Background: an optimization exercise with open tools, aiming at small area. Do not read the settings as production practice. Only simulation tests tie the RTL to the original design; equivalence was not proved. No driver is modelled on the clock port, so clock power and skew are understated where the tree is cut down; a real chip needs a root buffer or a tree.

==> flow/design.v (outline; a module is shown in full before it is edited, if it fits) <==
// module PE0: 82 lines
// module mul32: 1131 lines
// module add_acc: 104 lines
// module add_sub: 113 lines
// module out_mux: 8 lines
// module logic_unit: 6 lines
// module booth_pp: 3 lines
// module fa_cell: 4 lines
// module xor2_cell: 3 lines
// module ha_cell: 4 lines
module PE0(
  input         clock,
  input         reset,
  input         io_cfgEn,
  input  [31:0] io_cfgData,
  input  [32:0] io_inputs_0,
  input  [32:0] io_inputs_1,
  output [32:0] io_outputs_0
);
  // ...
==> flow/flow/run.sh <==
#!/bin/bash
# Standard ORFS layout with area-recovery steps added:
#  1. after synthesis, every combinational cell starts at the smallest cell of its Liberty
#     cell_footprint (the flow's own repair steps then size up what timing needs);
#  2. the clock tree is built without dummy loads;
#  3. after clock tree synthesis and again after global routing, each cell is tried at a smaller
#     cell of the same footprint and kept there when setup/hold timing, slew and capacitance limits
#     still hold.
# Each tool's output goes to a log of its own in the work folder.
set -euo pipefail
W=$(pwd)
R=$W/orfs/results/$FLOW_PLATFORM/PE0/base
export RECOVER_LIB=$FLOW_HOME/platforms/$FLOW_PLATFORM/lib/sky130_fd_sc_hd__tt_025C_1v80.lib
SETRC=$FLOW_HOME/platforms/$FLOW_PLATFORM/setRC.tcl

bash standard.sh synth > $W/log_synth.txt 2>&1

cat > $W/minsize_run.tcl <<EOT
read_db $R/1_synth.odb
source $W/flow/minsize.tcl
write_db $R/1_synth.odb
EOT
openroad -no_init -exit $W/minsize_run.tcl > $W/log_minsize.txt 2>&1
touch $R/1_synth.sdc

# clock tree without dummy loads (CTS adds them only to balance its branches)
bash standard.sh "CTS_ARGS=-sink_clustering_enable -repair_clock_nets -dont_use_dummy_load" cts > $W/log_cts.txt 2>&1

recover() { # stage odb sdc global-routing-parasitics
cat > $W/recover_$1.tcl <<EOT
read_liberty $RECOVER_LIB
read_db $2
read_sdc $3
source $SETRC
set_propagated_clock [all_clocks]
source $W/flow/recover.tcl
write_db $2
EOT
RECOVER_GRT=$4 RECOVER_MARGIN=0.1 openroad -no_init -exit $W/recover_$1.tcl > $W/log_recover_$1.txt 2>&1
touch $3
}
recover cts $R/4_cts.odb $R/4_cts.sdc 0

bash standard.sh grt > $W/log_grt.txt 2>&1
recover grt $R/5_1_grt.odb $R/5_1_grt.sdc 1

bash standard.sh finish > $W/log_finish.txt 2>&1
==> flow/flow/footprints.tcl <==
# Reads each cell's cell_footprint from the Liberty file: dict cell -> footprint.
proc read_footprints {lib} {
  set f [open $lib r]
  set fp [dict create]
  set cell ""
  while {[gets $f line] >= 0} {
    if {[regexp {^\s*cell\s*\(\s*"?([A-Za-z0-9_]+)"?\s*\)} $line -> c]} { set cell $c; continue }
    if {$cell ne "" && [regexp {^\s*cell_footprint\s*:\s*"?([A-Za-z0-9_]+)"?} $line -> p]} {
      dict set fp $cell $p
      set cell ""
    }
  }
  close $f
  return $fp
}
==> flow/flow/minsize.tcl <==
# Swap every combinational cell for the smallest-area cell with the same Liberty cell_footprint
# and pins, so that the later repair steps size up only what timing needs.
source [file join [file dirname [info script]] footprints.tcl]
set fpmap [read_footprints $::env(RECOVER_LIB)]
set dont_use [expr {[info exists ::env(DONT_USE_CELLS)] ? $::env(DONT_USE_CELLS) : ""}]
set db [ord::get_db]
proc pins_of {m} { set p {}; foreach t [$m getMTerms] { lappend p [$t getName] }; return [lsort $p] }
proc area {m} { return [expr {[$m getWidth] * [$m getHeight]}] }
set fam [dict create]
foreach lib [$db getLibs] {
  foreach m [$lib getMasters] {
    set n [$m getName]
    if {[dict exists $fpmap $n] && [lsearch -exact $dont_use $n] < 0} { dict lappend fam [dict get $fpmap $n] $m }
  }
}
set swapped 0
set saved 0
foreach inst [[[$db getChip] getBlock] getInsts] {
  set m [$inst getMaster]
  set mn [$m getName]
  if {![dict exists $fpmap $mn]} { continue }
  set base [dict get $fpmap $mn]
  set kind [string map {sky130_fd_sc_hd__ ""} $base]
  if {[regexp {^(clkbuf|clkinv|conb|edf|df|sdf|dl[a-z]*x|dlr|dlx|tap|fill|decap)} $kind]} { continue }
  set best $m
  foreach c [dict get $fam $base] {
    if {[area $c] < [area $best] && [pins_of $c] eq [pins_of $m]} { set best $c }
  }
  if {$best ne $m} {
    set saved [expr {$saved + [area $m] - [area $best]}]
    $inst swapMaster $best
    incr swapped
  }
}
puts "minsize: swapped $swapped cells, [expr {$saved / 1e6}] um2"
==> flow/flow/recover.tcl <==
# Area recovery after placement: try each sized-up standard cell at the smallest size of its
# family, keep the swap when setup/hold slack stays above the margins and no slew or capacitance
# limit is broken.
set margin [expr {1e-9 * ([info exists ::env(RECOVER_MARGIN)] ? $::env(RECOVER_MARGIN) : 0.05)}]
set db [ord::get_db]
set block [[$db getChip] getBlock]
# cells are grouped by their Liberty cell_footprint, as the resizer groups them with
# -match_cell_footprint
source [file join [file dirname [info script]] footprints.tcl]
set fpmap [read_footprints $::env(RECOVER_LIB)]
set dont_use [expr {[info exists ::env(DONT_USE_CELLS)] ? $::env(DONT_USE_CELLS) : ""}]
set fam [dict create]
foreach lib [$db getLibs] {
  foreach m [$lib getMasters] {
    set n [$m getName]
    if {[dict exists $fpmap $n] && [lsearch -exact $dont_use $n] < 0} { dict lappend fam [dict get $fpmap $n] $m }
  }
}
proc pins_of {m} { set p {}; foreach t [$m getMTerms] { lappend p [$t getName] }; return [lsort $p] }
proc area {m} { return [expr {[$m getWidth] * [$m getHeight]}] }
set ::par_mode [expr {[info exists ::env(RECOVER_GRT)] && $::env(RECOVER_GRT) ? "-global_routing" : "-placement"}]
proc ok {margin} {
  estimate_parasitics $::par_mode
  if {[sta::max_slew_violation_count] > 0} { return 0 }
  if {[sta::max_capacitance_violation_count] > 0} { return 0 }
  if {[sta::worst_slack_cmd max] < $margin} { return 0 }
  if {[sta::worst_slack_cmd min] < 0} { return 0 }
  return 1
}
estimate_parasitics $::par_mode
set margin [expr {min($margin, [sta::worst_slack_cmd max])}]
puts "recover: start ws [sta::worst_slack_cmd max] slew [sta::max_slew_violation_count] cap [sta::max_capacitance_violation_count]"
set cands {}
foreach inst [$block getInsts] {
  set m [$inst getMaster]
  if {[$m getType] ne "CORE"} { continue }
  set mn [$m getName]
  if {![dict exists $fpmap $mn]} { continue }
  set base [dict get $fpmap $mn]
  set kind [string map {sky130_fd_sc_hd__ ""} $base]
  if {[regexp {^(clkbuf|clkinv|conb|edf|df|sdf|dl[a-z]*x|dlr|dlx|tap|fill|decap)} $kind]} { continue }
  set net_is_clock 0
  foreach it [$inst getITerms] { set n [$it getNet]; if {$n ne "NULL" && [$n getSigType] eq "CLOCK"} { set net_is_clock 1 } }
  if {$net_is_clock} { continue }
  if {[$inst isFixed]} { continue }
  set opts {}
  foreach c [dict get $fam $base] {
    if {[area $c] < [area $m] && [$c getWidth] <= [$m getWidth] && [pins_of $c] eq [pins_of $m]} { lappend opts [list [area $c] $c] }
  }
  if {[llength $opts]} { lappend cands [list [expr {[area $m] - [lindex [lsort -real -index 0 $opts] 0 0]}] $inst [lsort -real -index 0 $opts]] }
}
set saved 0; set n 0
foreach c [lsort -real -decreasing -index 0 $cands] {
  lassign $c d inst opts
  set orig [$inst getMaster]
  foreach o $opts {
    lassign $o a m
    replace_cell [$inst getName] [$m getName]
    if {[ok $margin]} { set saved [expr {$saved + [area $orig] - $a}]; incr n; break }
    replace_cell [$inst getName] [$orig getName]
    estimate_parasitics $::par_mode
  }
}
puts "recover: swapped $n cells, saved [expr {$saved / 1e6}] um2, ws [sta::worst_slack_cmd max]"
==> flow/standard.sh <==
#!/bin/bash
# synth_recipe.tcl (not shown) runs the flow's synth.tcl, then flattens the netlist and writes it again
# the make line also repeats each setting of config.mk as NAME=value (left out here)
make -C /OpenROAD-flow-scripts/flow DESIGN_CONFIG=/design/flow/config.mk WORK_HOME=/design/flow/orfs CLKGATE_MAP_FILE= SYNTH_SCRIPT=/design/flow/synth_recipe.tcl "${@:-finish}"
==> flow/config.mk <==
export PLATFORM = sky130hd
export DESIGN_NAME = PE0
export DESIGN_NICKNAME = PE0
export VERILOG_FILES = /design/flow/design.v
export SDC_FILE = /design/flow/constraint.sdc
export NUM_CORES = 8
export LEC_CHECK = 0
export CAP_MARGIN = 20
export CORE_MARGIN = 2
export CORE_UTILIZATION = 40
export SLEW_MARGIN = 20
export SYNTH_HIERARCHICAL = 1
export SYNTH_MINIMUM_KEEP_SIZE = 0
==> flow/constraint.sdc <==
create_clock -name core_clock -period 10.0 [get_ports {clock}]
set_input_delay 2.0000 -clock core_clock [delete_from_list [all_inputs] [get_ports {clock}]]
set_output_delay 2.0000 -clock core_clock [all_outputs]
set_load 0.01 [all_outputs]
==> impl_metrics.ini, run 1 <==
[status]
outcome = complete, no violations

[sta]
tns_ns = 0
max_slew.worst_pin.slew_ns = 1.28

[setup_path]
r2r_slack_ns = 0.29
worstSetupPathType = flop to primary output
critPathBufInv = 3

[grt]
use_met1_pct = 34.0
grt_pass1_vias = 15721
gr-usage-met3_pct = 4.98

[cells_and_area]
multi_input_cells = 1406
seq_share_pct = 20.7
nets = 2223
fillers = 4517
seq_cells = 164
antennaDiodeCount = 1

[clocking]
cts.path.max_buffers = 2
cts_tree = yes
clk_pin_slew_ns = 0.07
clkSinkCount = 164

[drt]
drc = 0
met2_length_um = 30400
==> module add_sub, before the edit <==
module add_sub(
  input  [31:0] x,
  input  [31:0] y,
  input  ci,
  output [31:0] s
);
  wire s1, c2;
  fa_cell u_s1(.a(x[0]), .b(y[0]), .c(ci), .s(s1), .co(c2));
  wire s3, c4;
  fa_cell u_s3(.a(x[1]), .b(y[1]), .c(c2), .s(s3), .co(c4));
  wire s5, c6;
  fa_cell u_s5(.a(x[2]), .b(y[2]), .c(c4), .s(s5), .co(c6));
  wire s7, c8;
  fa_cell u_s7(.a(x[3]), .b(y[3]), .c(c6), .s(s7), .co(c8));
  wire s9, c10;
  fa_cell u_s9(.a(x[4]), .b(y[4]), .c(c8), .s(s9), .co(c10));
  wire s11, c12;
  fa_cell u_s11(.a(x[5]), .b(y[5]), .c(c10), .s(s11), .co(c12));
  wire s13, c14;
  fa_cell u_s13(.a(x[6]), .b(y[6]), .c(c12), .s(s13), .co(c14));
  wire s15, c16;
  fa_cell u_s15(.a(x[7]), .b(y[7]), .c(c14), .s(s15), .co(c16));
  wire s17, c18;
  fa_cell u_s17(.a(x[8]), .b(y[8]), .c(c16), .s(s17), .co(c18));
  wire s19, c20;
  fa_cell u_s19(.a(x[9]), .b(y[9]), .c(c18), .s(s19), .co(c20));
  wire s21, c22;
  fa_cell u_s21(.a(x[10]), .b(y[10]), .c(c20), .s(s21), .co(c22));
  wire s23, c24;
  fa_cell u_s23(.a(x[11]), .b(y[11]), .c(c22), .s(s23), .co(c24));
  wire s25, c26;
  ha_cell u_s25(.a(x[12]), .b(y[12]), .s(s25), .co(c26));
  wire s27, c28;
  fa_cell u_s27(.a(x[13]), .b(y[13]), .c(c26), .s(s27), .co(c28));
  wire s29, c30;
  fa_cell u_s29(.a(x[14]), .b(y[14]), .c(c28), .s(s29), .co(c30));
  wire s31, c32;
  fa_cell u_s31(.a(x[15]), .b(y[15]), .c(c30), .s(s31), .co(c32));
  wire s33, c34;
  fa_cell u_s33(.a(x[16]), .b(y[16]), .c(c32), .s(s33), .co(c34));
  wire s35, c36;
  fa_cell u_s35(.a(x[17]), .b(y[17]), .c(c34), .s(s35), .co(c36));
  wire s37, c38;
  fa_cell u_s37(.a(x[18]), .b(y[18]), .c(c36), .s(s37), .co(c38));
  wire s39, c40;
  fa_cell u_s39(.a(x[19]), .b(y[19]), .c(c38), .s(s39), .co(c40));
  wire s41, c42;
  fa_cell u_s41(.a(x[20]), .b(y[20]), .c(c40), .s(s41), .co(c42));
  wire s43, c44;
  fa_cell u_s43(.a(x[21]), .b(y[21]), .c(c42), .s(s43), .co(c44));
  wire n45 = s25 ^ c24;
  wire n46 = s27 ^ (c24 & s25);
  wire n47 = s25 & s27;
  wire n48 = s29 ^ (c24 & n47);
  wire n49 = n47 & s29;
  wire n50 = s31 ^ (c24 & n49);
  wire n51 = n49 & s31;
  wire n52 = s33 ^ (c24 & n51);
  wire n53 = n51 & s33;
  wire n54 = s35 ^ (c24 & n53);
  wire n55 = n53 & s35;
  wire n56 = s37 ^ (c24 & n55);
  wire n57 = n55 & s37;
  wire n58 = s39 ^ (c24 & n57);
  wire n59 = n57 & s39;
  wire n60 = s41 ^ (c24 & n59);
  wire n61 = n59 & s41;
  wire n62 = s43 ^ (c24 & n61);
  wire n63 = n61 & s43;
  wire n64 = c24 & n63;
  wire n65 = c44 | n64;
  wire s66, c67;
  ha_cell u_s66(.a(x[22]), .b(y[22]), .s(s66), .co(c67));
  wire s68, c69;
  fa_cell u_s68(.a(x[23]), .b(y[23]), .c(c67), .s(s68), .co(c69));
  wire s70, c71;
  fa_cell u_s70(.a(x[24]), .b(y[24]), .c(c69), .s(s70), .co(c71));
  wire s72, c73;
  fa_cell u_s72(.a(x[25]), .b(y[25]), .c(c71), .s(s72), .co(c73));
  wire s74, c75;
  fa_cell u_s74(.a(x[26]), .b(y[26]), .c(c73), .s(s74), .co(c75));
  wire s76, c77;
  fa_cell u_s76(.a(x[27]), .b(y[27]), .c(c75), .s(s76), .co(c77));
  wire s78, c79;
  fa_cell u_s78(.a(x[28]), .b(y[28]), .c(c77), .s(s78), .co(c79));
  wire s80, c81;
  fa_cell u_s80(.a(x[29]), .b(y[29]), .c(c79), .s(s80), .co(c81));
  wire s82, c83;
  fa_cell u_s82(.a(x[30]), .b(y[30]), .c(c81), .s(s82), .co(c83));
  wire x84, x85;
  xor2_cell u_x84(.a(x[31]), .b(y[31]), .y(x84));
  xor2_cell u_x85(.a(x84), .b(c83), .y(x85));
  wire n86 = s66 ^ n65;
  wire n87 = s68 ^ (n65 & s66);
  wire n88 = s66 & s68;
  wire n89 = s70 ^ (n65 & n88);
  wire n90 = n88 & s70;
  wire n91 = s72 ^ (n65 & n90);
  wire n92 = n90 & s72;
  wire n93 = s74 ^ (n65 & n92);
  wire n94 = n92 & s74;
  wire n95 = s76 ^ (n65 & n94);
  wire n96 = n94 & s76;
  wire n97 = s78 ^ (n65 & n96);
  wire n98 = n96 & s78;
  wire n99 = s80 ^ (n65 & n98);
  wire n100 = n98 & s80;
  wire n101 = s82 ^ (n65 & n100);
  wire n102 = n100 & s82;
  wire n103 = x85 ^ (n65 & n102);
  wire n104 = n102 & x85;
  assign s = {n103, n101, n99, n97, n95, n93, n91, n89, n87, n86, n62, n60, n58, n56, n54, n52, n50, n48, n46, n45, s23, s21, s19, s17, s15, s13, s11, s9, s7, s5, s3, s1};
endmodule
==> inputs of run 2 (changes only) <==
--- a/flow/design.v
+++ b/flow/design.v
@@ -1159,62 +1159,54 @@
   fa_cell u_s800(.a(c417), .b(s430), .c(c799), .s(s800), .co(c801));
   wire s802, c803;
   ha_cell u_s802(.a(s446), .b(c801), .s(s802), .co(c803));
   wire s804, c805;
   fa_cell u_s804(.a(s462), .b(c447), .c(c803), .s(s804), .co(c805));
   wire s806, c807;
   ha_cell u_s806(.a(s480), .b(c805), .s(s806), .co(c807));
   wire s808, c809;
-  ha_cell u_s808(.a(s498), .b(c481), .s(s808), .co(c809));
+  fa_cell u_s808(.a(s498), .b(c481), .c(c807), .s(s808), .co(c809));
   wire s810, c811;
   ha_cell u_s810(.a(s518), .b(c809), .s(s810), .co(c811));
   wire s812, c813;
   fa_cell u_s812(.a(s538), .b(c519), .c(c811), .s(s812), .co(c813));
   wire s814, c815;
   fa_cell u_s814(.a(c539), .b(s560), .c(c813), .s(s814), .co(c815));
   wire s816, c817;
-  fa_cell u_s816(.a(c561), .b(s582), .c(c815), .s(s816), .co(c817));
+  ha_cell u_s816(.a(c561), .b(s582), .s(s816), .co(c817));
   wire s818, c819;
   ha_cell u_s818(.a(s606), .b(c817), .s(s818), .co(c819));
   wire s820, c821;
   fa_cell u_s820(.a(s630), .b(c607), .c(c819), .s(s820), .co(c821));
   wire s822, c823;
   fa_cell u_s822(.a(c631), .b(s656), .c(c821), .s(s822), .co(c823));
   wire s824, c825;
   fa_cell u_s824(.a(c657), .b(s682), .c(c823), .s(s824), .co(c825));
   wire s826, c827;
   fa_cell u_s826(.a(c683), .b(s710), .c(c825), .s(s826), .co(c827));
   wire s828, c829;
   fa_cell u_s828(.a(c711), .b(s738), .c(c827), .s(s828), .co(c829));
   wire n830 = x769 ^ c829;
-  wire n831 = s808 ^ c807;
-  wire n832 = s810 ^ (c807 & s808);
-  wire n833 = s808 & s810;
-  wire n834 = s812 ^ (c807 & n833);
-  wire n835 = n833 & s812;
-  wire n836 = s814 ^ (c807 & n835);
-  wire n837 = n835 & s814;
-  wire n838 = s816 ^ (c807 & n837);
-  wire n839 = n837 & s816;
-  wire n840 = s818 ^ (c807 & n839);
-  wire n841 = n839 & s818;
-  wire n842 = s820 ^ (c807 & n841);
-  wire n843 = n841 & s820;
-  wire n844 = s822 ^ (c807 & n843);
-  wire n845 = n843 & s822;
-  wire n846 = s824 ^ (c807 & n845);
-  wire n847 = n845 & s824;
-  wire n848 = s826 ^ (c807 & n847);
-  wire n849 = n847 & s826;
-  wire n850 = s828 ^ (c807 & n849);
-  wire n851 = n849 & s828;
-  wire n852 = n830 ^ (c807 & n851);
-  wire n853 = n851 & n830;
-  assign p = {n852, n850, n848, n846, n844, n842, n840, n838, n836, n834, n832, n831, s806, s804, s802, s800, s798, s796, s794, s792, s790, s788, s786, s784, s782, s780, s778, s776, s774, s772, s770, t2};
+  wire n831 = s816 ^ c815;
+  wire n832 = s818 ^ (c815 & s816);
+  wire n833 = s816 & s818;
+  wire n834 = s820 ^ (c815 & n833);
+  wire n835 = n833 & s820;
+  wire n836 = s822 ^ (c815 & n835);
+  wire n837 = n835 & s822;
+  wire n838 = s824 ^ (c815 & n837);
+  wire n839 = n837 & s824;
+  wire n840 = s826 ^ (c815 & n839);
+  wire n841 = n839 & s826;
+  wire n842 = s828 ^ (c815 & n841);
+  wire n843 = n841 & s828;
+  wire n844 = n830 ^ (c815 & n843);
+  wire n845 = n843 & n830;
+  assign p = {n844, n842, n840, n838, n836, n834, n832, n831, s814, s812, s810, s808, s806, s804, s802, s800, s798, s796, s794, s792, s790, s788, s786, s784, s782, s780, s778, s776, s774, s772, s770, t2};
 endmodule
 module add_acc(
   input  [31:0] x,
   input  [31:0] y,
   output [31:0] s
 );
   wire s1, c2;
   ha_cell u_s1(.a(x[0]), .b(y[0]), .s(s1), .co(c2));
@@ -1341,60 +1333,60 @@
   fa_cell u_s17(.a(x[8]), .b(y[8]), .c(c16), .s(s17), .co(c18));
   wire s19, c20;
   fa_cell u_s19(.a(x[9]), .b(y[9]), .c(c18), .s(s19), .co(c20));
   wire s21, c22;
   fa_cell u_s21(.a(x[10]), .b(y[10]), .c(c20), .s(s21), .co(c22));
   wire s23, c24;
   fa_cell u_s23(.a(x[11]), .b(y[11]), .c(c22), .s(s23), .co(c24));
   wire s25, c26;
-  ha_cell u_s25(.a(x[12]), .b(y[12]), .s(s25), .co(c26));
+  fa_cell u_s25(.a(x[12]), .b(y[12]), .c(c24), .s(s25), .co(c26));
   wire s27, c28;
-  fa_cell u_s27(.a(x[13]), .b(y[13]), .c(c26), .s(s27), .co(c28));
+  ha_cell u_s27(.a(x[13]), .b(y[13]), .s(s27), .co(c28));
   wire s29, c30;
   fa_cell u_s29(.a(x[14]), .b(y[14]), .c(c28), .s(s29), .co(c30));
   wire s31, c32;
   fa_cell u_s31(.a(x[15]), .b(y[15]), .c(c30), .s(s31), .co(c32));
   wire s33, c34;
   fa_cell u_s33(.a(x[16]), .b(y[16]), .c(c32), .s(s33), .co(c34));
   wire s35, c36;
   fa_cell u_s35(.a(x[17]), .b(y[17]), .c(c34), .s(s35), .co(c36));
   wire s37, c38;
   fa_cell u_s37(.a(x[18]), .b(y[18]), .c(c36), .s(s37), .co(c38));
   wire s39, c40;
   fa_cell u_s39(.a(x[19]), .b(y[19]), .c(c38), .s(s39), .co(c40));
   wire s41, c42;
   fa_cell u_s41(.a(x[20]), .b(y[20]), .c(c40), .s(s41), .co(c42));
   wire s43, c44;
   fa_cell u_s43(.a(x[21]), .b(y[21]), .c(c42), .s(s43), .co(c44));
-  wire n45 = s25 ^ c24;
-  wire n46 = s27 ^ (c24 & s25);
-  wire n47 = s25 & s27;
-  wire n48 = s29 ^ (c24 & n47);
-  wire n49 = n47 & s29;
-  wire n50 = s31 ^ (c24 & n49);
+  wire s45, c46;
+  fa_cell u_s45(.a(x[22]), .b(y[22]), .c(c44), .s(s45), .co(c46));
+  wire n47 = s27 ^ c26;
+  wire n48 = s29 ^ (c26 & s27);
+  wire n49 = s27 & s29;
+  wire n50 = s31 ^ (c26 & n49);
   wire n51 = n49 & s31;
-  wire n52 = s33 ^ (c24 & n51);
+  wire n52 = s33 ^ (c26 & n51);
   wire n53 = n51 & s33;
-  wire n54 = s35 ^ (c24 & n53);
+  wire n54 = s35 ^ (c26 & n53);
   wire n55 = n53 & s35;
-  wire n56 = s37 ^ (c24 & n55);
+  wire n56 = s37 ^ (c26 & n55);
   wire n57 = n55 & s37;
-  wire n58 = s39 ^ (c24 & n57);
+  wire n58 = s39 ^ (c26 & n57);
   wire n59 = n57 & s39;
-  wire n60 = s41 ^ (c24 & n59);
+  wire n60 = s41 ^ (c26 & n59);
   wire n61 = n59 & s41;
-  wire n62 = s43 ^ (c24 & n61);
+  wire n62 = s43 ^ (c26 & n61);
   wire n63 = n61 & s43;
-  wire n64 = c24 & n63;
-  wire n65 = c44 | n64;
-  wire s66, c67;
-  ha_cell u_s66(.a(x[22]), .b(y[22]), .s(s66), .co(c67));
+  wire n64 = s45 ^ (c26 & n63);
+  wire n65 = n63 & s45;
+  wire n66 = c26 & n65;
+  wire n67 = c46 | n66;
   wire s68, c69;
-  fa_cell u_s68(.a(x[23]), .b(y[23]), .c(c67), .s(s68), .co(c69));
+  ha_cell u_s68(.a(x[23]), .b(y[23]), .s(s68), .co(c69));
   wire s70, c71;
   fa_cell u_s70(.a(x[24]), .b(y[24]), .c(c69), .s(s70), .co(c71));
   wire s72, c73;
   fa_cell u_s72(.a(x[25]), .b(y[25]), .c(c71), .s(s72), .co(c73));
   wire s74, c75;
   fa_cell u_s74(.a(x[26]), .b(y[26]), .c(c73), .s(s74), .co(c75));
   wire s76, c77;
   fa_cell u_s76(.a(x[27]), .b(y[27]), .c(c75), .s(s76), .co(c77));
@@ -1402,36 +1394,34 @@
   fa_cell u_s78(.a(x[28]), .b(y[28]), .c(c77), .s(s78), .co(c79));
   wire s80, c81;
   fa_cell u_s80(.a(x[29]), .b(y[29]), .c(c79), .s(s80), .co(c81));
   wire s82, c83;
   fa_cell u_s82(.a(x[30]), .b(y[30]), .c(c81), .s(s82), .co(c83));
   wire x84, x85;
   xor2_cell u_x84(.a(x[31]), .b(y[31]), .y(x84));
   xor2_cell u_x85(.a(x84), .b(c83), .y(x85));
-  wire n86 = s66 ^ n65;
-  wire n87 = s68 ^ (n65 & s66);
-  wire n88 = s66 & s68;
-  wire n89 = s70 ^ (n65 & n88);
-  wire n90 = n88 & s70;
-  wire n91 = s72 ^ (n65 & n90);
-  wire n92 = n90 & s72;
-  wire n93 = s74 ^ (n65 & n92);
-  wire n94 = n92 & s74;
-  wire n95 = s76 ^ (n65 & n94);
-  wire n96 = n94 & s76;
-  wire n97 = s78 ^ (n65 & n96);
-  wire n98 = n96 & s78;
-  wire n99 = s80 ^ (n65 & n98);
-  wire n100 = n98 & s80;
-  wire n101 = s82 ^ (n65 & n100);
-  wire n102 = n100 & s82;
-  wire n103 = x85 ^ (n65 & n102);
-  wire n104 = n102 & x85;
-  assign s = {n103, n101, n99, n97, n95, n93, n91, n89, n87, n86, n62, n60, n58, n56, n54, n52, n50, n48, n46, n45, s23, s21, s19, s17, s15, s13, s11, s9, s7, s5, s3, s1};
+  wire n86 = s68 ^ n67;
+  wire n87 = s70 ^ (n67 & s68);
+  wire n88 = s68 & s70;
+  wire n89 = s72 ^ (n67 & n88);
+  wire n90 = n88 & s72;
+  wire n91 = s74 ^ (n67 & n90);
+  wire n92 = n90 & s74;
+  wire n93 = s76 ^ (n67 & n92);
+  wire n94 = n92 & s76;
+  wire n95 = s78 ^ (n67 & n94);
+  wire n96 = n94 & s78;
+  wire n97 = s80 ^ (n67 & n96);
+  wire n98 = n96 & s80;
+  wire n99 = s82 ^ (n67 & n98);
+  wire n100 = n98 & s82;
+  wire n101 = x85 ^ (n67 & n100);
+  wire n102 = n100 & x85;
+  assign s = {n101, n99, n97, n95, n93, n91, n89, n87, n86, n64, n62, n60, n58, n56, n54, n52, n50, n48, n47, s25, s23, s21, s19, s17, s15, s13, s11, s9, s7, s5, s3, s1};
 endmodule
 module out_mux(input [31:0] addsub, input [31:0] prod, input [31:0] acc, input [31:0] a,
   input [31:0] b, input sAS, input sMul, input sAcc, input sPass, input sOr, input sXor, output [31:0] y);
   wire [31:0] nor_ab = ~(a | b);
   wire [31:0] nand_ab = ~(a & b);
   wire [31:0] nv = ~(({32{sXor}} & nand_ab) | {32{sOr}});
   wire [31:0] lg = ~(nor_ab | nv);
   assign y = ({32{sAS}} & addsub) | ({32{sMul}} & prod) | ({32{sAcc}} & acc) | ({32{sPass}} & a) | lg;
==> impl_metrics.ini, run 2 <==
[place]
portBuffers = 122
place_congestion = 0.897
dp_hpwl_um = 44000

[sta]
fin_crit_sh_pct = 97.7
skew_ns = 0.0311
max_freq_mhz = 102
setup_viol = 0
max_slew.worst_pin.slew_ns = 1.28
hold_viol = 0
report.final.slew_viol_count = 0
maxSlewHeadroom_pct = 14.7
tns_ns = 0
finalCriticalPeriod_ns = 9.77
rsz0062_at_grt = no

[cells_and_area]
mostFrequentLayoutCells = a22oi_1 (320), xnor2_1 (281), fa_1 (277)
register_area_sq_um = 4250
drive_above_1_share_pct = 4.63
nets = 2203
fin_util_pct = 43.9
fillers = 4544
final_common_cell = a22oi_1
area_growth_pct = 8.41
multi_input_area_sq_um = 14100
antennaDiodeCount = 0

[clocking]
cts_hold_buffers = 0
cts_tree = yes
cts.path.max_buffers = 2
root_buffer = clkbuf_16
clkSinkCount = 164
clk_latency_ns = 0.51
clk_pin_slew_ns = 0.07
cts_buffers = 17
h-tree-depth = 4

[worst_hold_path]
hp-class = flop to flop

[drt]
wirelength_um = 62400
via_count = 14643
routedWlPerCell_um = 26.0
dr.pass1.iters = 6
vias_per_cell = 6.11
ant_nets = 0
drc = 0
drt_iter0_markers = 1772

[synth]
synth.cell_area_sq_um = 18800
syn_avg_cell_area_sq_um = 11.1
synth_fp_nets = 2107
netlist_instances = 1697
ys_warn_count = 7

[run]
maxCapViolCount = 0

[setup_path]
cp.required_ns = 8.00
r2r_slack_ns = 0.25
cp-start-kind = flop
end_kind = primary output
worstSetupPathType = flop to primary output
arrival_ns = 7.77
crit_fanout = 3

[floorplanning]
die_area_sq_um = 48800
initial_utilization_pct = 40.5
coreArea_sq_um = 46500
die_height_um = 221
die_x_um = 221
placementRows = 79
io-pin-count = 134

[grt]
globalRouteTotalUtil_pct = 26.1
grt_pass1_wl_um = 96200
grt_max_degree = 41
grt-ovfl-total = 0
grt_pass1_vias = 15438
antenna_found_initial = 1

[status]
outcome = complete, no violations
==> run 2: critical path: stages (launching register included) <==
cell      delay, ns
edfxtp_1       0.40
xor2_1         0.17
fa_1           0.42
fa_2           0.38
fa_1           0.42
fa_1           0.41
fa_1           0.41
fa_1           0.41
fa_2           0.38
fa_1           0.40
fa_2           0.38
fa_1           0.41
fa_1           0.41
fa_1           0.41
fa_2           0.38
nand4_1        0.20
buf_1          0.15
o31ai_2        0.13
ha_1           0.32
a22oi_1        0.28
o311ai_1       0.18
clkbuf_2       0.20
==> run 2: area by class of cell <==
cell class	instances	area share, %
Tap cell	607	3.73
Clock buffer	17	2.09
Timing Repair Buffer	208	4.22
Sequential cell	164	20.8
Inverter	10	0.184
Multi-Input combinational cell	1392	68.9
==> run 2: metrics by stage <==
stage / cell area, sq um / worst slack, ns / hold WS (ns) / std cells
final: 20400 / 0.226 / 0.479 / 2398
after global routing: 20400 / 0.00265 / 0.493 / 2398
after CTS: 21400 / 0.0465 / 0.480 / 2396
after detailed placement: 21000 / 0.325 / 0.463 / 2378
after global placement: 21000 / 0.303 / 0.440 / 2378
after floorplan: 18800 / 0.0495 / 0.437 / 1697
==> run 2: path summary, 6_finish.rpt <==
check         start               end  depth (start not counted)
max            b[0]  io_outputs_0[23]                         21
min           isAdd             isAdd                          2
min reg2reg   isAdd             isAdd                          2
max reg2reg  cnt[0]           acc[25]                         28
==> run 2: per-layer routing <==
| layer | track usage, % | vias up | part of all wire [%] |
|---|---|---|---|
| met5 | 0 | - | 0 |
| met4 | 11.8 | 0 | 4.1 |
| met3 | 5.29 | 158 | 7.8 |
| met2 | 41.2 | 804 | 47 |
| met1 | 34.6 | 7487 | 41 |
| li1 | - | 6194 | - |
==> run 2: what timing repair did <==
item / in CTS / in global routing
gates resized for setup: 18 / 26
setup endpoints to repair: 16 / 26
buffers inserted: 1 / 1
pin swaps: 1 / 0
==> module add_acc, before the edit <==
module add_acc(
  input  [31:0] x,
  input  [31:0] y,
  output [31:0] s
);
  wire s1, c2;
  ha_cell u_s1(.a(x[0]), .b(y[0]), .s(s1), .co(c2));
  wire s3, c4;
  fa_cell u_s3(.a(x[1]), .b(y[1]), .c(c2), .s(s3), .co(c4));
  wire s5, c6;
  fa_cell u_s5(.a(x[2]), .b(y[2]), .c(c4), .s(s5), .co(c6));
  wire s7, c8;
  fa_cell u_s7(.a(x[3]), .b(y[3]), .c(c6), .s(s7), .co(c8));
  wire s9, c10;
  fa_cell u_s9(.a(x[4]), .b(y[4]), .c(c8), .s(s9), .co(c10));
  wire s11, c12;
  fa_cell u_s11(.a(x[5]), .b(y[5]), .c(c10), .s(s11), .co(c12));
  wire s13, c14;
  fa_cell u_s13(.a(x[6]), .b(y[6]), .c(c12), .s(s13), .co(c14));
  wire s15, c16;
  fa_cell u_s15(.a(x[7]), .b(y[7]), .c(c14), .s(s15), .co(c16));
  wire s17, c18;
  fa_cell u_s17(.a(x[8]), .b(y[8]), .c(c16), .s(s17), .co(c18));
  wire s19, c20;
  fa_cell u_s19(.a(x[9]), .b(y[9]), .c(c18), .s(s19), .co(c20));
  wire s21, c22;
  fa_cell u_s21(.a(x[10]), .b(y[10]), .c(c20), .s(s21), .co(c22));
  wire s23, c24;
  fa_cell u_s23(.a(x[11]), .b(y[11]), .c(c22), .s(s23), .co(c24));
  wire s25, c26;
  fa_cell u_s25(.a(x[12]), .b(y[12]), .c(c24), .s(s25), .co(c26));
  wire s27, c28;
  fa_cell u_s27(.a(x[13]), .b(y[13]), .c(c26), .s(s27), .co(c28));
  wire s29, c30;
  fa_cell u_s29(.a(x[14]), .b(y[14]), .c(c28), .s(s29), .co(c30));
  wire s31, c32;
  fa_cell u_s31(.a(x[15]), .b(y[15]), .c(c30), .s(s31), .co(c32));
  wire s33, c34;
  ha_cell u_s33(.a(x[16]), .b(y[16]), .s(s33), .co(c34));
  wire s35, c36;
  fa_cell u_s35(.a(x[17]), .b(y[17]), .c(c34), .s(s35), .co(c36));
  wire s37, c38;
  fa_cell u_s37(.a(x[18]), .b(y[18]), .c(c36), .s(s37), .co(c38));
  wire s39, c40;
  fa_cell u_s39(.a(x[19]), .b(y[19]), .c(c38), .s(s39), .co(c40));
  wire s41, c42;
  fa_cell u_s41(.a(x[20]), .b(y[20]), .c(c40), .s(s41), .co(c42));
  wire s43, c44;
  fa_cell u_s43(.a(x[21]), .b(y[21]), .c(c42), .s(s43), .co(c44));
  wire s45, c46;
  fa_cell u_s45(.a(x[22]), .b(y[22]), .c(c44), .s(s45), .co(c46));
  wire s47, c48;
  fa_cell u_s47(.a(x[23]), .b(y[23]), .c(c46), .s(s47), .co(c48));
  wire n49 = s33 ^ c32;
  wire n50 = s35 ^ (c32 & s33);
  wire n51 = s33 & s35;
  wire n52 = s37 ^ (c32 & n51);
  wire n53 = n51 & s37;
  wire n54 = s39 ^ (c32 & n53);
  wire n55 = n53 & s39;
  wire n56 = s41 ^ (c32 & n55);
  wire n57 = n55 & s41;
  wire n58 = s43 ^ (c32 & n57);
  wire n59 = n57 & s43;
  wire n60 = s45 ^ (c32 & n59);
  wire n61 = n59 & s45;
  wire n62 = s47 ^ (c32 & n61);
  wire n63 = n61 & s47;
  wire n64 = c32 & n63;
  wire n65 = c48 | n64;
  wire s66, c67;
  ha_cell u_s66(.a(x[24]), .b(y[24]), .s(s66), .co(c67));
  wire s68, c69;
  fa_cell u_s68(.a(x[25]), .b(y[25]), .c(c67), .s(s68), .co(c69));
  wire s70, c71;
  fa_cell u_s70(.a(x[26]), .b(y[26]), .c(c69), .s(s70), .co(c71));
  wire s72, c73;
  fa_cell u_s72(.a(x[27]), .b(y[27]), .c(c71), .s(s72), .co(c73));
  wire s74, c75;
  fa_cell u_s74(.a(x[28]), .b(y[28]), .c(c73), .s(s74), .co(c75));
  wire s76, c77;
  fa_cell u_s76(.a(x[29]), .b(y[29]), .c(c75), .s(s76), .co(c77));
  wire s78, c79;
  fa_cell u_s78(.a(x[30]), .b(y[30]), .c(c77), .s(s78), .co(c79));
  wire x80, x81;
  xor2_cell u_x80(.a(x[31]), .b(y[31]), .y(x80));
  xor2_cell u_x81(.a(x80), .b(c79), .y(x81));
  wire n82 = s66 ^ n65;
  wire n83 = s68 ^ (n65 & s66);
  wire n84 = s66 & s68;
  wire n85 = s70 ^ (n65 & n84);
  wire n86 = n84 & s70;
  wire n87 = s72 ^ (n65 & n86);
  wire n88 = n86 & s72;
  wire n89 = s74 ^ (n65 & n88);
  wire n90 = n88 & s74;
  wire n91 = s76 ^ (n65 & n90);
  wire n92 = n90 & s76;
  wire n93 = s78 ^ (n65 & n92);
  wire n94 = n92 & s78;
  wire n95 = x81 ^ (n65 & n94);
  wire n96 = n94 & x81;
  assign s = {n95, n93, n91, n89, n87, n85, n83, n82, n62, n60, n58, n56, n54, n52, n50, n49, s31, s29, s27, s25, s23, s21, s19, s17, s15, s13, s11, s9, s7, s5, s3, s1};
endmodule
==> inputs of run 3 (changes only) <==
--- a/flow/design.v
+++ b/flow/design.v
@@ -1241,9 +1241,9 @@
   wire s31, c32;
   fa_cell u_s31(.a(x[15]), .b(y[15]), .c(c30), .s(s31), .co(c32));
   wire s33, c34;
-  ha_cell u_s33(.a(x[16]), .b(y[16]), .s(s33), .co(c34));
+  fa_cell u_s33(.a(x[16]), .b(y[16]), .c(c32), .s(s33), .co(c34));
   wire s35, c36;
-  fa_cell u_s35(.a(x[17]), .b(y[17]), .c(c34), .s(s35), .co(c36));
+  ha_cell u_s35(.a(x[17]), .b(y[17]), .s(s35), .co(c36));
   wire s37, c38;
   fa_cell u_s37(.a(x[18]), .b(y[18]), .c(c36), .s(s37), .co(c38));
   wire s39, c40;
@@ -1256,27 +1256,27 @@
   fa_cell u_s45(.a(x[22]), .b(y[22]), .c(c44), .s(s45), .co(c46));
   wire s47, c48;
   fa_cell u_s47(.a(x[23]), .b(y[23]), .c(c46), .s(s47), .co(c48));
-  wire n49 = s33 ^ c32;
-  wire n50 = s35 ^ (c32 & s33);
-  wire n51 = s33 & s35;
-  wire n52 = s37 ^ (c32 & n51);
-  wire n53 = n51 & s37;
-  wire n54 = s39 ^ (c32 & n53);
+  wire s49, c50;
+  fa_cell u_s49(.a(x[24]), .b(y[24]), .c(c48), .s(s49), .co(c50));
+  wire n51 = s35 ^ c34;
+  wire n52 = s37 ^ (c34 & s35);
+  wire n53 = s35 & s37;
+  wire n54 = s39 ^ (c34 & n53);
   wire n55 = n53 & s39;
-  wire n56 = s41 ^ (c32 & n55);
+  wire n56 = s41 ^ (c34 & n55);
   wire n57 = n55 & s41;
-  wire n58 = s43 ^ (c32 & n57);
+  wire n58 = s43 ^ (c34 & n57);
   wire n59 = n57 & s43;
-  wire n60 = s45 ^ (c32 & n59);
+  wire n60 = s45 ^ (c34 & n59);
   wire n61 = n59 & s45;
-  wire n62 = s47 ^ (c32 & n61);
+  wire n62 = s47 ^ (c34 & n61);
   wire n63 = n61 & s47;
-  wire n64 = c32 & n63;
-  wire n65 = c48 | n64;
-  wire s66, c67;
-  ha_cell u_s66(.a(x[24]), .b(y[24]), .s(s66), .co(c67));
+  wire n64 = s49 ^ (c34 & n63);
+  wire n65 = n63 & s49;
+  wire n66 = c34 & n65;
+  wire n67 = c50 | n66;
   wire s68, c69;
-  fa_cell u_s68(.a(x[25]), .b(y[25]), .c(c67), .s(s68), .co(c69));
+  ha_cell u_s68(.a(x[25]), .b(y[25]), .s(s68), .co(c69));
   wire s70, c71;
   fa_cell u_s70(.a(x[26]), .b(y[26]), .c(c69), .s(s70), .co(c71));
   wire s72, c73;
@@ -1290,22 +1290,20 @@
   wire x80, x81;
   xor2_cell u_x80(.a(x[31]), .b(y[31]), .y(x80));
   xor2_cell u_x81(.a(x80), .b(c79), .y(x81));
-  wire n82 = s66 ^ n65;
-  wire n83 = s68 ^ (n65 & s66);
-  wire n84 = s66 & s68;
-  wire n85 = s70 ^ (n65 & n84);
-  wire n86 = n84 & s70;
-  wire n87 = s72 ^ (n65 & n86);
-  wire n88 = n86 & s72;
-  wire n89 = s74 ^ (n65 & n88);
-  wire n90 = n88 & s74;
-  wire n91 = s76 ^ (n65 & n90);
-  wire n92 = n90 & s76;
-  wire n93 = s78 ^ (n65 & n92);
-  wire n94 = n92 & s78;
-  wire n95 = x81 ^ (n65 & n94);
-  wire n96 = n94 & x81;
-  assign s = {n95, n93, n91, n89, n87, n85, n83, n82, n62, n60, n58, n56, n54, n52, n50, n49, s31, s29, s27, s25, s23, s21, s19, s17, s15, s13, s11, s9, s7, s5, s3, s1};
+  wire n82 = s68 ^ n67;
+  wire n83 = s70 ^ (n67 & s68);
+  wire n84 = s68 & s70;
+  wire n85 = s72 ^ (n67 & n84);
+  wire n86 = n84 & s72;
+  wire n87 = s74 ^ (n67 & n86);
+  wire n88 = n86 & s74;
+  wire n89 = s76 ^ (n67 & n88);
+  wire n90 = n88 & s76;
+  wire n91 = s78 ^ (n67 & n90);
+  wire n92 = n90 & s78;
+  wire n93 = x81 ^ (n67 & n92);
+  wire n94 = n92 & x81;
+  assign s = {n93, n91, n89, n87, n85, n83, n82, n64, n62, n60, n58, n56, n54, n52, n51, s33, s31, s29, s27, s25, s23, s21, s19, s17, s15, s13, s11, s9, s7, s5, s3, s1};
 endmodule
 module add_sub(
   input  [31:0] x,
==> impl_metrics.ini, run 3 <==
[status]
outcome = complete, no violations

[setup_path]
cp_top_family = adder cells
reg2reg_depth = 27
worstReg2RegStart = cnt[0]
cp_slowest_cell = fa_1
worstSetupPathType = flop to primary output
r2r_slack_ns = 0.29
cp.required_ns = 8.00
arrival_ns = 7.84
cp-start-kind = flop
critPathMostFrequentCell = fa_1
end_kind = primary output
crit_fanout = 4
path_cells = xor2_1 > fa_1 > fa_1 > fa_1 > fa_1 > fa_1 > fa_1 > fa_1 > fa_1 > fa_1 > fa_1 > fa_1 > fa_1 > fa_2 > nand4_1 > buf_2 > nor2_1 > nand3_1 > xnor2_1 > a22oi_2 > o311ai_1 > buf_1
regToRegEndpoint = acc[26]
critPathBufInv = 2
max_stage_delay_ns = 0.44
cp.depth = 22
worstSetupStartpoint = b[0]
critPathCapture = io_outputs_0[22]

[synth]
ys_warn_count = 7
syn_avg_cell_area_sq_um = 11.1
synth.cell_area_sq_um = 18800
netlist_instances = 1694
synth_fp_nets = 2104

[sta]
finalCriticalPeriod_ns = 9.84
report.final.slew_viol_count = 0
tns_ns = 0
max_slew.worst_pin.slew_ns = 1.18
max_freq_mhz = 102
holdWs_ns = 0.468
fin_crit_sh_pct = 98.4
maxSlewHeadroom_pct = 21.0
skew_ns = 0.0309
hold_viol = 0
setup_viol = 0

[clocking]
cts_buffers = 17
cts_tree = yes
clkSinkCount = 164
root_buffer = clkbuf_16
cts_hold_buffers = 0
cts.path.max_buffers = 2
clk_latency_ns = 0.50
postCtsSetupBuffers = 0
h-tree-depth = 4
clk_pin_slew_ns = 0.07

[floorplanning]
die_area_sq_um = 48700
coreArea_sq_um = 46500
die_x_um = 221
initial_utilization_pct = 40.4
io-pin-count = 134
placementRows = 79
die_height_um = 221

[drt]
drc = 0
ant_nets = 0
drt_iter0_markers = 1489
wirelength_um = 62500
routedWlPerCell_um = 26.1
via_count = 14600
dr.pass1.iters = 8
vias_per_cell = 6.10

[place]
dp_hpwl_um = 44100
place_congestion = 0.903
portBuffers = 122
postPlaceCellArea_sq_um = 21000

[cells_and_area]
mostFrequentLayoutCells = a22oi_1 (319), xnor2_1 (286), fa_1 (280)
antennaDiodeCount = 0
final_cell_area_sq_um = 20400
drive_above_1_share_pct = 4.64
nets = 2199
area_growth_pct = 8.45
final_common_cell = a22oi_1
fin_util_pct = 43.8

[grt]
grt-ovfl-total = 0
grt_pass1_vias = 15270
globalRouteTotalUtil_pct = 26.8
grt_max_degree = 41
grt_pass1_wl_um = 95600
antenna_found_initial = 0

[run]
maxCapViolCount = 0

[worst_hold_path]
hold_path_depth = 2
hp-class = flop to flop
==> run 3: stage by stage <==
step / worst slack, ns / std cells
CTS: 0.00275 / 2394
finish: 0.159 / 2394
global route: -0.0419 / 2394
floorplan: 0.0495 / 1694
global placement: 0.372 / 2377
detailed placement: 0.349 / 2377
==> run 3: worst min-delay path by stage <==
stage	endpoint	start	slack, ns
6_report	mulV	v0	0.47
5_1_grt	mulV	v0	0.49
4_1_cts	mulV	v0	0.47
3_5_place_dp	mulV	v0	0.46
3_3_place_gp	mulV	v0	0.44
2_1_floorplan	mulV	v0	0.44
==> run 3: per-layer routing <==
layer  global-route usage, %  routed length [um]  vias to the layer above
li1                        -                   -                     6183
met1                    34.5               24600                     7486
met2                    42.7               30300                      762
met3                    5.69                4810                      169
met4                    13.4                2800                        0
met5                       0                   0                        -
==> run 3: layout make-up <==
cell class	instances	area (sq um)
Inverter	11	41.3
Fill cell	4544	26100
Sequential cell	164	4250
Clock buffer	17	425
Timing Repair Buffer	206	848
Tap cell	607	759
Multi-Input combinational cell	1389	14000
==> run 3: worst min-delay path, delay by kind of cell (launching register included) <==
family	cells	cell delay (ns)
AND/OR/NAND/NOR	2	0.11
flip-flops	1	0.33
==> run 3: what timing repair did <==
item	in CTS	in global routing
pin swaps	1	2
setup endpoints to repair	14	26
resized for setup	14	25
gates cloned	0	0
==> inputs of run 4 (changes only) <==
--- a/flow/flow/run.sh
+++ b/flow/flow/run.sh
@@ -5,7 +5,9 @@
 #  2. the clock tree is built without dummy loads;
 #  3. after clock tree synthesis and again after global routing, each cell is tried at a smaller
 #     cell of the same footprint and kept there when setup/hold timing, slew and capacitance limits
-#     still hold.
+#     still hold;
+#  4. after clock tree synthesis, leaf clock buffers are merged into their nearest neighbour while
+#     the flip-flop clock pin slew stays under 100 ps and timing still holds.
 # Each tool's output goes to a log of its own in the work folder.
 set -euo pipefail
 W=$(pwd)
@@ -41,6 +43,18 @@
 }
 recover cts $R/4_cts.odb $R/4_cts.sdc 0
 
+cat > $W/clkmerge_run.tcl <<EOT
+read_liberty $RECOVER_LIB
+read_db $R/4_cts.odb
+read_sdc $R/4_cts.sdc
+source $SETRC
+set_propagated_clock [all_clocks]
+source $W/flow/clkmerge.tcl
+write_db $R/4_cts.odb
+EOT
+CLK_SLEW_MAX_PS=100 RECOVER_MARGIN=0.05 openroad -no_init -exit $W/clkmerge_run.tcl > $W/log_clkmerge.txt 2>&1
+touch $R/4_cts.sdc
+
 bash standard.sh grt > $W/log_grt.txt 2>&1
 recover grt $R/5_1_grt.odb $R/5_1_grt.sdc 1
 
==> flow/flow/clkmerge.tcl (new file) <==
# Clock tree leaf merging: a leaf clock buffer's flip-flops are moved to the nearest other leaf
# buffer and the emptied buffer is removed, when every flip-flop clock pin's slew stays under
# CLK_SLEW_MAX_PS and setup/hold timing, slew and capacitance limits still hold.
set limit [expr {([info exists ::env(CLK_SLEW_MAX_PS)] ? $::env(CLK_SLEW_MAX_PS) : 100) * 1e-12}]
set margin [expr {1e-9 * ([info exists ::env(RECOVER_MARGIN)] ? $::env(RECOVER_MARGIN) : 0.05)}]
set block [ord::get_db_block]
set clk_pins [all_registers -clock_pins -edge_triggered]
proc clk_slew {} {
  set worst 0
  foreach pin $::clk_pins {
    foreach rf {rise fall} { foreach a {min max} {
      set s [get_property $pin slew_${a}_$rf]
      if {$s > $worst} { set worst $s }
    } }
  }
  return [expr {$worst * 1e-9}]
}
proc ok {margin limit} {
  estimate_parasitics -placement
  if {[sta::max_slew_violation_count] > 0} { return 0 }
  if {[sta::max_capacitance_violation_count] > 0} { return 0 }
  if {[sta::worst_slack_cmd max] < $margin} { return 0 }
  if {[sta::worst_slack_cmd min] < 0} { return 0 }
  if {[clk_slew] > $limit} { return 0 }
  return 1
}
# leaf buffers: clock buffers whose output net reaches flip-flop clock pins
proc leaves {} {
  set res {}
  foreach inst [$::block getInsts] {
    if {![string match "*clkbuf*" [[$inst getMaster] getName]]} { continue }
    set out [$inst findITerm X]
    if {$out eq "NULL" || [$out getNet] eq "NULL"} { continue }
    set sinks {}
    foreach it [[$out getNet] getITerms] {
      if {[$it isInputSignal] || [$it getIoType] eq "INPUT"} {
        set m [[$it getInst] getMaster]
        if {[$it getInst] ne $inst && [string match "*df*" [$m getName]]} { lappend sinks $it }
      }
    }
    if {[llength $sinks]} { lappend res [list $inst $sinks] }
  }
  return $res
}
proc loc {inst} { set b [$inst getBBox]; return [list [expr {([$b xMin] + [$b xMax]) / 2}] [expr {([$b yMin] + [$b yMax]) / 2}]] }
estimate_parasitics -placement
set margin [expr {min($margin, [sta::worst_slack_cmd max])}]
puts "clkmerge: start [llength [leaves]] leaves, clk slew [clk_slew], ws [sta::worst_slack_cmd max]"
set removed 0
set tried {}
while 1 {
  set ls [leaves]
  set ls [lsort -integer -index 0 [lmap l $ls { list [llength [lindex $l 1]] {*}$l }]]
  set done 1
  foreach l $ls {
    lassign $l n L sinks
    if {[lsearch -exact $tried [$L getName]] >= 0} { continue }
    lappend tried [$L getName]
    lassign [loc $L] x y
    set best ""; set bd 1e18
    foreach k $ls {
      set K [lindex $k 1]
      if {$K eq $L} { continue }
      lassign [loc $K] kx ky
      set d [expr {abs($kx - $x) + abs($ky - $y)}]
      if {$d < $bd} { set bd $d; set best $K }
    }
    if {$best eq ""} { continue }
    set lnet [[$L findITerm X] getNet]
    set knet [[$best findITerm X] getNet]
    foreach it $sinks { $it disconnect; $it connect $knet }
    if {[ok $margin $limit]} {
      set in [$L findITerm A]
      $in disconnect
      [$L findITerm X] disconnect
      odb::dbInst_destroy $L
      if {[llength [$lnet getITerms]] == 0} { odb::dbNet_destroy $lnet }
      incr removed
      set done 0
      break
    }
    foreach it $sinks { $it disconnect; $it connect $lnet }
    estimate_parasitics -placement
  }
  if {$done} { break }
}
estimate_parasitics -placement
puts "clkmerge: removed $removed leaf buffers, clk slew [clk_slew], ws [sta::worst_slack_cmd max]"
==> impl_metrics.ini, run 4 <==
[cells_and_area]
multi_input_area_sq_um = 14000
register_area_sq_um = 4250
nets = 2194
area_growth_pct = 7.77
fin_util_pct = 43.5
final_cell_area_sq_um = 20200
final_common_cell = a22oi_1
mostFrequentLayoutCells = a22oi_1 (319), xnor2_1 (286), fa_1 (281)
drive_above_1_share_pct = 4.32
fillers = 4556
antennaDiodeCount = 0

[grt]
grt-ovfl-total = 0
grt.busiest_layer = met2
gr-usage-met3_pct = 4.60
globalRouteTotalUtil_pct = 26.6
grt_max_degree = 41
use_met1_pct = 34.7
use_met2_pct = 42.5
antenna_found_initial = 0
grt_pass1_wl_um = 95400
grt_pass1_vias = 15217

[synth]
netlist_instances = 1694
syn_avg_cell_area_sq_um = 11.1
synth.cell_area_sq_um = 18800
synth_fp_nets = 2104
ys_warn_count = 7

[sta]
max_freq_mhz = 102
fin_crit_sh_pct = 98.3
layout_setup_ws_ns = 0.165
finalCriticalPeriod_ns = 9.83
report.final.slew_viol_count = 0
hold_viol = 0
skew_ns = 0.0299
setup_viol = 0
max_slew.worst_pin.slew_ns = 1.21
maxSlewHeadroom_pct = 19.2

[clocking]
clk_pin_slew_ns = 0.06
cts_hold_buffers = 0
clk_latency_ns = 0.46
clkSinkCount = 164

[floorplanning]
io-pin-count = 134
placementRows = 79
coreArea_sq_um = 46500
die_x_um = 221
initial_utilization_pct = 40.4
die_height_um = 221
die_area_sq_um = 48700

[place]
dp_hpwl_um = 44100
place_congestion = 0.903
portBuffers = 122
postPlaceCellArea_sq_um = 21000
pre_cts_slack_ns = 0.349

[run]
maxCapViolCount = 0

[drt]
vias_per_cell = 6.09
via_count = 14555
dr.pass1.iters = 5
drt_iter0_markers = 1453
ant_nets = 0
drc = 0
routedWlPerCell_um = 26.2
wirelength_um = 62600

[setup_path]
cp-start-kind = flop
crit_fanout = 4
cp.required_ns = 8.00
worstSetupPathType = flop to primary output
arrival_ns = 7.83
end_kind = primary output

[status]
outcome = complete, no violations

[worst_hold_path]
hp-class = flop to flop
[run 4: worst paths after layout]
| kind | startpoint | end | slack, ns | cells past startpoint |
|---|---|---|---|---|
| setup / recovery | b[0] | io_outputs_0[22] | 0.17 | 22 |
| hold / removal | v0 | mulV | 0.47 | 2 |
| setup reg to reg | cnt[0] | acc[26] | 0.28 | 27 |
| hold reg to reg | v0 | mulV | 0.47 | 2 |
[run 4: final cells by class]
type | instances | share of cell area, %
inverter | 11 | 0.204
multi-input combinational | 1389 | 69.4
tap | 607 | 3.75
sequential | 164 | 21.0
timing repair buffer | 206 | 4.19
clock buffer | 12 | 1.48
[run 4: stage by stage]
stage                     setup TNS [ns]  hold slack [ns]  cells
final                                  0            0.469   2389
after global routing              -0.123            0.489   2389
after CTS                              0            0.471   2394
after detailed placement               0            0.462   2377
after global placement                 0            0.442   2377
after floorplan                        0            0.437   1694
[run 4: timing repair]
action                                  CTS  global route
endpoints found under the setup margin   14            25
setup buffers                             0             0
resized for setup                        14            23
pin swaps                                 1             1
[run 4: critical path, cell delays in order, from the launching register on]
cell	delay (ns)
edfxtp_1	0.40
xor2_1	0.17
fa_1	0.41
fa_1	0.44
fa_1	0.41
fa_1	0.41
fa_1	0.41
fa_1	0.41
fa_1	0.42
fa_1	0.41
fa_1	0.41
fa_1	0.43
fa_1	0.41
fa_1	0.42
fa_1	0.44
nand4_1	0.24
clkbuf_2	0.22
nor2_1	0.09
nand3_1	0.11
xnor2_1	0.09
a22oi_2	0.18
o311ai_1	0.25
buf_1	0.22
[run 4: layer usage]
layer,wire length [um],up-vias
met3,4160,154
li1,-,6168
met1,25300,7514
met4,2980,0
met2,30100,719
met5,0,-

[re-timing with driven ports]
In the flow no input, the clock included, has a driving cell. The finished layouts below were timed again as built, in two steps.
Step 1 assumes that a clkbuf_16 drives the clock port and a buf_2 every other input.
Step 2 times the ports against the registers' clock, not the clock port: input delays grow and output delays shrink by t, the midpoint of the rising clock arrivals with the driver on.
a / b / c = no drivers / after step 1 / after step 2; a / b = the first two.
run | shift t [ns] | setup slack, ns | worst setup path after step 2 | latest minus earliest clock arrival (ns) | worst data-port slew with drivers (ns)
run 1 | 0.516 | 0.258 / 0.203 / 0.286 | register to register | 0.031 / 0.031 | 0.14
run 2 | 0.551 | 0.226 / 0.170 / 0.250 | register to register | 0.034 / 0.034 | 0.09
run 3 | 0.536 | 0.159 / 0.106 / 0.287 | register to register | 0.034 / 0.034 | 0.08
run 4 | 0.498 | 0.165 / 0.111 / 0.276 | register to register | 0.030 / 0.030 | 0.08
After both steps every run listed still meets setup and hold.
